What follows belongs to an exercise in optimizing a design on an open flow for small area, a short achievable clock period and few clock cycles; a production flow would make more cautious choices. At most, simulation tests tie the RTL to the original design; equivalence was not proved.

== build 51 ==
## lmfe_top
module lmfe_top (
	clk,
	reset,
	Din,
	in_en,
	busy,
	out_valid,
	Dout,
	sram_a,
	sram_d,
	sram_cen,
	sram_wen,
	sram_q
);
Size: about 590 flip-flops, ~49 I/O pins, about 0.022 mm2 of cells after synthesis.
clock: 10.0 ns
lec_check: 0
cap_margin: 20
core_margin: 2
core_utilization: 65
cts_cluster_diameter: 60
cts_cluster_size: 24
place_density: 0.8
slew_margin: 20
standard.sh (not shown) runs the stock make flow with config.mk's settings and CLKGATE_MAP_FILE= SYNTH_SCRIPT=/design/flow/synth_recipe.tcl, a recipe that flattens the netlist after the stock synthesis.
==> flow/flow/run.sh <==
#!/bin/bash
set -euo pipefail
bash standard.sh SETUP_SLACK_MARGIN=6.2 finish > standard.log 2>&1
Testbench counts of build 51, summed over its fixed seeds: cycles 706,620.
--- input diff build 51..build 79 ---
Settings: PLACE_DENSITY: 0.8 -> 0.55; CORE_UTILIZATION: 65 -> 40.
==> flow/flow/run.sh <==
#!/bin/bash
set -euo pipefail
bash standard.sh SETUP_SLACK_MARGIN=6.0 finish > standard.log 2>&1
### Flow results
Build 79 completed every stage of the flow, and the final layout passed the timing, design-rule and antenna checks.
Looking at minimum clock period after layout, build 79 sits above build 51.
Going from build 51 to build 79, post-synthesis to final-layout area growth picked up an extra 2.4 points, routed wire length went down, delay contributed by the slowest stage of the critical path has decreased, global-route track usage on met3 saw a decrease.
### build 79 -> build 91
Settings: CORE_UTILIZATION changed from 40 to 55; PLACE_DENSITY changed from 0.55 to 0.7.
==> flow/flow/run.sh <==
#!/bin/bash
set -euo pipefail
bash standard.sh SETUP_SLACK_MARGIN=6.2 finish > standard.log 2>&1
[summary]
- Changes observed in build 91 relative to build 79: maximum number of pins on one net before global-route repair went down by 14%; maximum frequency now sits higher; routed wire length has decreased; signed area change from the synthesized netlist to the final layout has decreased.
- Build 91 against build 79: proportion of final cell area spent on non-clock buffers went up 0.29 points.
--- input diff build 91..build 7 ---
Settings: PLACE_DENSITY now 0.55, was 0.7; CORE_UTILIZATION now 40, was 55.
Going from build 91 to build 7, detailed-routed wire length on met2 grew by a few percent. In the final design statistics, build 7 uses more standard cells in total than build 91. Min post-route clock period utilization across build 91 and build 7: build 91. Across both runs, data arrival time at the worst-slack endpoint was higher for build 7 than for build 91.

---

lmfe_top, a different RTL version from the one above (not shown whole).
For scale: about 1500 cells after synthesis, roughly 49 I/O pins, roughly 0.019 mm^2 of cells after synthesis.
==> flow/config.mk <==
export PLATFORM = sky130hd
export DESIGN_NAME = lmfe_top
export DESIGN_NICKNAME = lmfe_top
export VERILOG_FILES = /design/flow/design.v
export SDC_FILE = /design/flow/constraint.sdc
export NUM_CORES = 4
export LEC_CHECK = 0
export ABC_CLOCK_PERIOD_IN_PS = 5000
export CAP_MARGIN = 20
export CORE_MARGIN = 2
export CORE_UTILIZATION = 22
export PLACE_DENSITY = 0.3
export SETUP_SLACK_MARGIN = 4
export SLEW_MARGIN = 20
==> flow/constraint.sdc <==
create_clock -name core_clock -period 10.0 [get_ports {clk}]
set_input_delay 2.0000 -clock core_clock [delete_from_list [all_inputs] [get_ports {clk}]]
set_output_delay 2.0000 -clock core_clock [all_outputs]
set_load 0.01 [all_outputs]
run.sh (not shown) runs the stock make flow with config.mk's settings and CLKGATE_MAP_FILE= SYNTH_SCRIPT=/design/flow/synth_recipe.tcl, a recipe that flattens the netlist after the stock synthesis.
Stock flow here: none of the scripts above is used.
The baseline finished with timing, DRC and antenna clean.
Testbench counts at the start, summed over its fixed seeds: cycles 706,620.
Next try:
- ABC_CLOCK_PERIOD_IN_PS: 5000 -> not set
- SETUP_SLACK_MARGIN: 4 -> not set
After rerunning: The changed run completed without violations. Worst setup slack got worse by 1.3 ns. Register-to-register slack gets worse by 1.3 ns. Die area stays the same.

---

rev 12:
lmfe_top, a different RTL version from the one above (not shown whole).
Size: about 1800 cells after synthesis, about 590 flip-flops, roughly 49 I/O pins, ~0.021 sq mm of cells after synthesis.
Settings: LEC_CHECK=0, ABC_CLOCK_PERIOD_IN_PS=3000, CAP_MARGIN=20, CORE_MARGIN=2, CORE_UTILIZATION=40, PLACE_DENSITY=0.55, SETUP_SLACK_MARGIN=5, SLEW_MARGIN=20; clock period 10.0 ns.
The inputs of rev 13 differ from those of rev 12 as listed below.
--- a/flow/config.mk
+++ b/flow/config.mk
@@ -7,3 +7,3 @@
 export LEC_CHECK = 0
-export ABC_CLOCK_PERIOD_IN_PS = 3000
+export ABC_CLOCK_PERIOD_IN_PS = 4000
 export CAP_MARGIN = 20
Findings:
- Rev 12 and rev 13 ended up with nearly the same number of flip-flops and latches.
- In terms of sequential share of layout area, rev 12 and rev 13 differ only marginally.
- Via count: rev 12 vs rev 13 identical
- From rev 12 to rev 13, number of cells upsized or downsized after cts did not move at all.
- Every run (rev 12 and rev 13) finished clean.
- As far as period utilization is concerned, rev 13 and rev 12 perform about the same.
- Rev 13 against rev 12: worst hold slack neither gained nor lost much; multi-input combinational gate total neither gained nor lost much; via count of the first global-routing pass neither gained nor lost much.
- Reported for rev 12 and rev 13, CTS H-tree depth turned out identical to the last digit.
No run of this note included a check of the RTL's function; only the layout flow was run.

---

Setup of run 1:
lmfe_top, a different RTL version from the one above (not shown whole).
Size: ~1,900 cells after synthesis, roughly 49 I/O pins.
clock: 10.0 ns
lec_check: 0
cap_margin: 20
core_margin: 2
core_utilization: 48
cts_cluster_diameter: 60
cts_cluster_size: 24
place_density: 0.62
slew_margin: 20
standard.sh (not shown) runs the stock make flow with config.mk's settings and CLKGATE_MAP_FILE= SYNTH_SCRIPT=/design/flow/synth_recipe.tcl, a recipe that flattens the netlist after the stock synthesis.
==> flow/flow/run.sh <==
#!/bin/bash
set -euo pipefail
bash standard.sh SETUP_SLACK_MARGIN=6.5 finish > standard.log 2>&1
Testbench counts of run 1, summed over its fixed seeds: cycles 706,620.
Edits applied to the flow inputs when going from run 1 to run 2:
==> flow/flow/run.sh <==
#!/bin/bash
set -euo pipefail
bash standard.sh SETUP_SLACK_MARGIN=6.7 finish > standard.log 2>&1
Results
Run 1 → run 2: final design instance area without fill went up by 3.3%; worst hold-check slack saw an increase; wire length of the first global-routing pass grew by about 3.2%; share of the cycle needed by the critical path after routing saw a decrease; non-clock buffer count now sits higher.
| first-pass iteration count of the detailed router | run 2 vs run 1 | 1 lower |
The placement-stage cell area on run 1 is in line with that on run 2.
What run 3 does differently from run 2 at the input level:
==> flow/flow/run.sh <==
#!/bin/bash
set -euo pipefail
bash standard.sh SETUP_SLACK_MARGIN=6.6 finish > standard.log 2>&1
==> comparison <==
Run 3 and run 2 all finish clean.
Going from run 2 to run 3, synthesized-area fraction occupied by ao, oa, aoi and oai cells was more or less identical; flip-flop and latch count was more or less identical; post-route minimum period shrank by 0.013 ns; count of clock-buffer cells in the layout went up by about 9%.
Taking run 2 as the reference, in run 3 worst clock skew went up, first-iteration DRC count -12%.

---

Setup of 01-14:
Another version of the RTL of lmfe_top (not shown whole).
Size in the first run: ~580 flip-flops, ~49 I/O pins.
Design lmfe_top, start of the top module:
module lmfe_top (
	clk,
	reset,
	Din,
	in_en,
	busy,
	out_valid,
	Dout,
	sram_a,
	sram_d,
	sram_cen,
	sram_wen,
	sram_q
);
==> flow/config.mk <==
export PLATFORM = sky130hd
export DESIGN_NAME = lmfe_top
export DESIGN_NICKNAME = lmfe_top
export VERILOG_FILES = /design/flow/design.v
export SDC_FILE = /design/flow/constraint.sdc
export NUM_CORES = 4
export LEC_CHECK = 0
export CAP_MARGIN = 20
export CORE_MARGIN = 2
export CORE_UTILIZATION = 40
export CTS_CLUSTER_DIAMETER = 60
export CTS_CLUSTER_SIZE = 24
export PLACE_DENSITY = 0.55
export SLEW_MARGIN = 20
==> flow/constraint.sdc <==
create_clock -name core_clock -period 10.0 [get_ports {clk}]
set_input_delay 2.0000 -clock core_clock [delete_from_list [all_inputs] [get_ports {clk}]]
set_output_delay 2.0000 -clock core_clock [all_outputs]
set_load 0.01 [all_outputs]
==> flow/flow/run.sh <==
#!/bin/bash
set -euo pipefail
bash standard.sh SETUP_SLACK_MARGIN=7 finish > standard.log 2>&1
Testbench counts of 01-14, summed over its fixed seeds: cycles 706,620.
Relative to 01-14, the following input files were edited for 09-13:
==> flow/flow/run.sh <==
#!/bin/bash
set -euo pipefail
bash standard.sh SETUP_SLACK_MARGIN=6.5 finish > standard.log 2>&1
The total number of vias of 09-13 falls short of that of 01-14 by 291. Measured against each other, 01-14 and 09-13 differ in headroom to the max-slew limit, the lower figure coming from 01-14.

---

Another version of the RTL of lmfe_top (not shown whole).
For scale: roughly 1900 cells after synthesis, about 620 flip-flops, about 49 I/O pins.
export LEC_CHECK = 0
export CAP_MARGIN = 20
export CORE_MARGIN = 2
export CORE_UTILIZATION = 55
export CTS_CLUSTER_DIAMETER = 60
export CTS_CLUSTER_SIZE = 24
export PLACE_DENSITY = 0.7
export SLEW_MARGIN = 20
create_clock -name core_clock -period 10.0 [get_ports {clk}]
==> flow/flow/run.sh <==
#!/bin/bash
set -euo pipefail
bash standard.sh SETUP_SLACK_MARGIN=6.2 finish > standard.log 2>&1
Testbench counts at the start, summed over its fixed seeds: cycles 706,620.
Next try:
==> flow/flow/run.sh (replaced) <==
#!/bin/bash
set -euo pipefail
bash standard.sh SETUP_SLACK_MARGIN=6.6 finish > standard.log 2>&1
CORE_UTILIZATION = 48   (was 55)
PLACE_DENSITY = 0.62   (was 0.7)
Outcome: Wire length grows by a few percent. Die area climbs by about a fifth.

---

Setup of the baseline:
lmfe_top, a different RTL version from the one above (not shown whole).
Size in the first run: roughly 580 flip-flops, about 49 I/O pins.
## lmfe_top
module lmfe_top (
	clk,
	reset,
	Din,
	in_en,
	busy,
	out_valid,
	Dout,
	sram_a,
	sram_d,
	sram_cen,
	sram_wen,
	sram_q
);
Settings: LEC_CHECK=0, CAP_MARGIN=20, CORE_MARGIN=2, CORE_UTILIZATION=50, PLACE_DENSITY=0.65, SETUP_SLACK_MARGIN=5, SLEW_MARGIN=20; clock period 10.0 ns.
run.sh (not shown) runs the stock make flow with config.mk's settings and CLKGATE_MAP_FILE= SYNTH_SCRIPT=/design/flow/synth_recipe.tcl, a recipe that flattens the netlist after the stock synthesis.
Stock flow here: none of the scripts above is used.
The baseline finished end to end and its layout was clean on timing, DRC and antenna.
Here is what was changed in the inputs of the candidate compared with the baseline.
# the baseline
export LEC_CHECK = 0
export CAP_MARGIN = 20
export CORE_MARGIN = 2
export CORE_UTILIZATION = 50
export PLACE_DENSITY = 0.65
export SETUP_SLACK_MARGIN = 5
export SLEW_MARGIN = 20
create_clock -name core_clock -period 10.0 [get_ports {clk}]
# the candidate
export LEC_CHECK = 0
export ABC_CLOCK_PERIOD_IN_PS = 4000
export CAP_MARGIN = 20
export CORE_MARGIN = 2
export CORE_UTILIZATION = 40
export PLACE_DENSITY = 0.55
export SETUP_SLACK_MARGIN = 5
export SLEW_MARGIN = 20
create_clock -name core_clock -period 10.0 [get_ports {clk}]
Findings:
Fraction of standard cell area that is sequential for the candidate: 0.48 points down relative to the baseline
Diff the baseline -> the candidate: synthesized area level; number of standard cells in the final layout excluding fillers now sits higher.
Minimum setup slack after placement for the candidate: 12 ps up relative to the baseline
Going from the baseline to the candidate, count of plain and timing-repair buffers in the layout grows by about 6%.
Relative to the baseline, the final RePlAce weighted congestion measured on the candidate has decreased by a few percent.
No run of this note included a check of the RTL's function; only the layout flow was run.

---

## v13
lmfe_top with an RTL version that a note above also has.
Size in the first run: ~2000 cells after synthesis, ~49 I/O pins.
## lmfe_top
module lmfe_top (
	clk,
	reset,
	Din,
	in_en,
	busy,
	out_valid,
	Dout,
	sram_a,
	sram_d,
	sram_cen,
	sram_wen,
	sram_q
);
clock: 10.0 ns
lec_check: 0
cap_margin: 20
core_margin: 2
core_utilization: 55
cts_cluster_diameter: 60
cts_cluster_size: 24
place_density: 0.7
slew_margin: 20
tns_end_percent: 25
standard.sh (not shown) runs the stock make flow with config.mk's settings and CLKGATE_MAP_FILE= SYNTH_SCRIPT=/design/flow/synth_recipe.tcl, a recipe that flattens the netlist after the stock synthesis.
==> flow/flow/run.sh <==
#!/bin/bash
set -euo pipefail
bash standard.sh SETUP_SLACK_MARGIN=6.2 finish > standard.log 2>&1
v13 reached the end of the flow, and the finished layout is clean on the timing, design-rule and antenna checks.
Testbench counts of v13, summed over its fixed seeds: cycles 706,620.
> inputs changed (v13 -> v6)
Settings: TNS_END_PERCENT no longer set, was 25; PLACE_DENSITY now 0.55, was 0.7; CORE_UTILIZATION now 40, was 55.
==> flow/flow/run.sh <==
#!/bin/bash
set -euo pipefail
bash standard.sh SETUP_SLACK_MARGIN=6.5 finish > standard.log 2>&1
Results
v6 has completed all stages; timing, DRC and antenna checks passed.
Comparing v13 and v6, the lower total length of routed met2 wires was measured on v13.
Taking v13 as the reference, in v6 fmax now larger; biggest fanout along the worst timing path up 2.
In the metrics for v13 and v6, the one carrying the lower number of buffers outside the clock class in the layout is v13.
[v6] met1 demand-to-capacity share in global routing fell 5.7 points relative to v13
In the flow results for v13 and v6, the transition time at the pin with the least slew margin is smaller on v13.
Modified inputs, v52 compared to v6
Settings: a change of PLACE_DENSITY from 0.55 to 0.7; a change of CORE_UTILIZATION from 40 to 55; an added TNS_END_PERCENT of 5.
==> flow/flow/run.sh <==
#!/bin/bash
set -euo pipefail
bash standard.sh SETUP_SLACK_MARGIN=6.2 finish > standard.log 2>&1
Results
- Cmp v6 and v52 / met3 track demand over resource in global routing / higher: v52
- v52 against v6: layout buffering overhead excluding clock cells shrank by 2.3 points, total of fill cells in the finished design fell by 37%, non-filler instance count after layout went down by 269.
Setup changes, v52 to v1
Settings: changing CTS_CLUSTER_SIZE from 24 to 32; changing CORE_UTILIZATION from 55 to 40; changing PLACE_DENSITY from 0.7 to 0.55; changing CTS_CLUSTER_DIAMETER from 60 to 80; removing TNS_END_PERCENT (formerly 5).
Results
[compare] base=v52 new=v1: site row count went up, area growth from synthesis to layout went up. Compared with v52, v1 shows filler cell count higher by 1889. [compare] base=v52 new=v1: met3 wirelength from detailed routing moved down; combined global-route utilization of all metal layers now sits lower; sequential share of layout area moved down; non-clock buffering overhead in the final layout rose 1.1 points. [compare] base=v52 new=v1: routed wire length has increased; setup violation total in the final timing report has remained practically unchanged.

---

Setup of maple:
Another version of the RTL of lmfe_top (not shown whole).
Size: ~1,900 cells after synthesis, roughly 570 flip-flops.
## lmfe_top
module lmfe_top (
	clk,
	reset,
	Din,
	in_en,
	busy,
	out_valid,
	Dout,
	sram_a,
	sram_d,
	sram_cen,
	sram_wen,
	sram_q
);
export LEC_CHECK = 0
export CAP_MARGIN = 20
export CORE_MARGIN = 2
export CORE_UTILIZATION = 40
export PLACE_DENSITY = 0.55
export SETUP_SLACK_MARGIN = 3
export SLEW_MARGIN = 20
create_clock -name core_clock -period 10.0 [get_ports {clk}]
run.sh (not shown) runs the stock make flow with config.mk's settings and CLKGATE_MAP_FILE= SYNTH_SCRIPT=/design/flow/synth_recipe.tcl, a recipe that flattens the netlist after the stock synthesis.
Stock flow here: none of the scripts above is used.
--- input diff maple..pine ---
# maple
export LEC_CHECK = 0
export CAP_MARGIN = 20
export CORE_MARGIN = 2
export CORE_UTILIZATION = 40
export PLACE_DENSITY = 0.55
export SETUP_SLACK_MARGIN = 3
export SLEW_MARGIN = 20
create_clock -name core_clock -period 10.0 [get_ports {clk}]
# pine
export LEC_CHECK = 0
export ABC_CLOCK_PERIOD_IN_PS = 4000
export CAP_MARGIN = 20
export CORE_MARGIN = 2
export CORE_UTILIZATION = 40
export PLACE_DENSITY = 0.55
export SETUP_SLACK_MARGIN = 5
export SLEW_MARGIN = 20
create_clock -name core_clock -period 10.0 [get_ports {clk}]
[summary]
Diff maple..pine | number of unique standard cell types used by synthesis | unchanged. The tightest slew margin relative to the limit of pine exceeds that of maple by 2.9 points. Diff maple..pine | synthesized cell count | negligible. pine — post-layout minimum cycle time 0.46 ns lower, maple as reference. Sort pine and maple by flop-to-flop setup slack asc -> top: maple. In the flow results for pine and maple, the via count is larger on pine. In terms of required time of the critical path, pine and maple differ only marginally.
No run of this note included a check of the RTL's function; only the layout flow was run.

[what the ideal ports hide]
How much do the figures lean on ideal ports? The routed layouts below were timed once more, with nothing changed but the port constraints. Step 1, drivers: a clkbuf_16 drives clk and a buf_2 each remaining input, both assumed. Step 2 moves the port delays by t, midway between the first and last clock arrival at a register: inputs arrive t later, outputs are due t later. That takes back most of the time a late clock gives input paths. Three values: no drivers, after step 1, after step 2; two values: the first two.
| run | t, ns | setup WS [ns] | worst setup path at the end | clock arrival spread, ns | worst data-port slew with drivers (ns) |
|---|---|---|---|---|---|
| build 51 | 0.617 | 6.125 / 6.125 / 6.125 | register to register | 0.027 / 0.027 | 0.05 |
| build 79 | 0.652 | 6.110 / 6.110 / 6.110 | register to register | 0.036 / 0.036 | 0.05 |
| build 91 | 0.619 | 6.220 / 6.220 / 6.220 | register to register | 0.029 / 0.028 | 0.04 |
| build 7 | 0.645 | 6.141 / 6.141 / 6.141 | register to register | 0.036 / 0.035 | 0.05 |
| the first run of note 2 | 0.665 | 2.928 / 2.928 / 2.805 | input to register | 0.019 / 0.019 | 0.06 |
| the second run of note 2 | 0.638 | 1.601 / 1.601 / 1.601 | register to register | 0.028 / 0.028 | 0.05 |
| rev 12 | 0.666 | 5.193 / 5.193 / 5.193 | register to register | 0.024 / 0.024 | 0.04 |
| rev 13 | 0.666 | 5.193 / 5.193 / 5.193 | register to register | 0.024 / 0.024 | 0.04 |
| run 1 | 0.633 | 6.555 / 6.499 / 6.345 | input to register | 0.026 / 0.025 | 0.03 |
| run 2 | 0.626 | 6.595 / 6.595 / 6.288 | input to register | 0.020 / 0.020 | 0.04 |
| run 3 | 0.627 | 6.608 / 6.600 / 6.357 | input to register | 0.030 / 0.029 | 0.04 |
| 01-14 | 0.641 | 5.729 / 5.729 / 5.729 | register to register | 0.028 / 0.027 | 0.03 |
| 09-13 | 0.637 | 5.745 / 5.745 / 5.745 | register to register | 0.016 / 0.017 | 0.04 |
| the first run of note 6 | 0.626 | 6.253 / 6.253 / 6.157 | input to register | 0.036 / 0.036 | 0.04 |
| the second run of note 6 | 0.635 | 6.571 / 6.571 / 6.280 | input to register | 0.024 / 0.024 | 0.04 |
| the baseline | 0.655 | 4.983 / 4.983 / 4.983 | register to register | 0.015 / 0.015 | 0.04 |
| the candidate | 0.669 | 5.029 / 5.029 / 5.029 | register to register | 0.028 / 0.027 | 0.04 |
| v13 | 0.627 | 6.168 / 6.168 / 6.168 | register to register | 0.023 / 0.023 | 0.04 |
| v6 | 0.640 | 6.273 / 6.273 / 6.273 | register to register | 0.044 / 0.044 | 0.05 |
| v52 | 0.627 | 6.155 / 6.155 / 6.155 | register to register | 0.025 / 0.025 | 0.04 |
| v1 | 0.663 | 6.204 / 6.204 / 6.204 | register to register | 0.029 / 0.029 | 0.05 |
| maple | 0.669 | 3.193 / 3.225 / 2.555 | input to register | 0.027 / 0.027 | 0.03 |
| pine | 0.661 | 3.658 / 3.685 / 3.024 | input to register | 0.028 / 0.028 | 0.04 |
After both steps every run listed still meets setup and hold. The setup slack of maple, which loses most, moves by +0.032 ns with the drivers and by -0.638 ns with both steps.
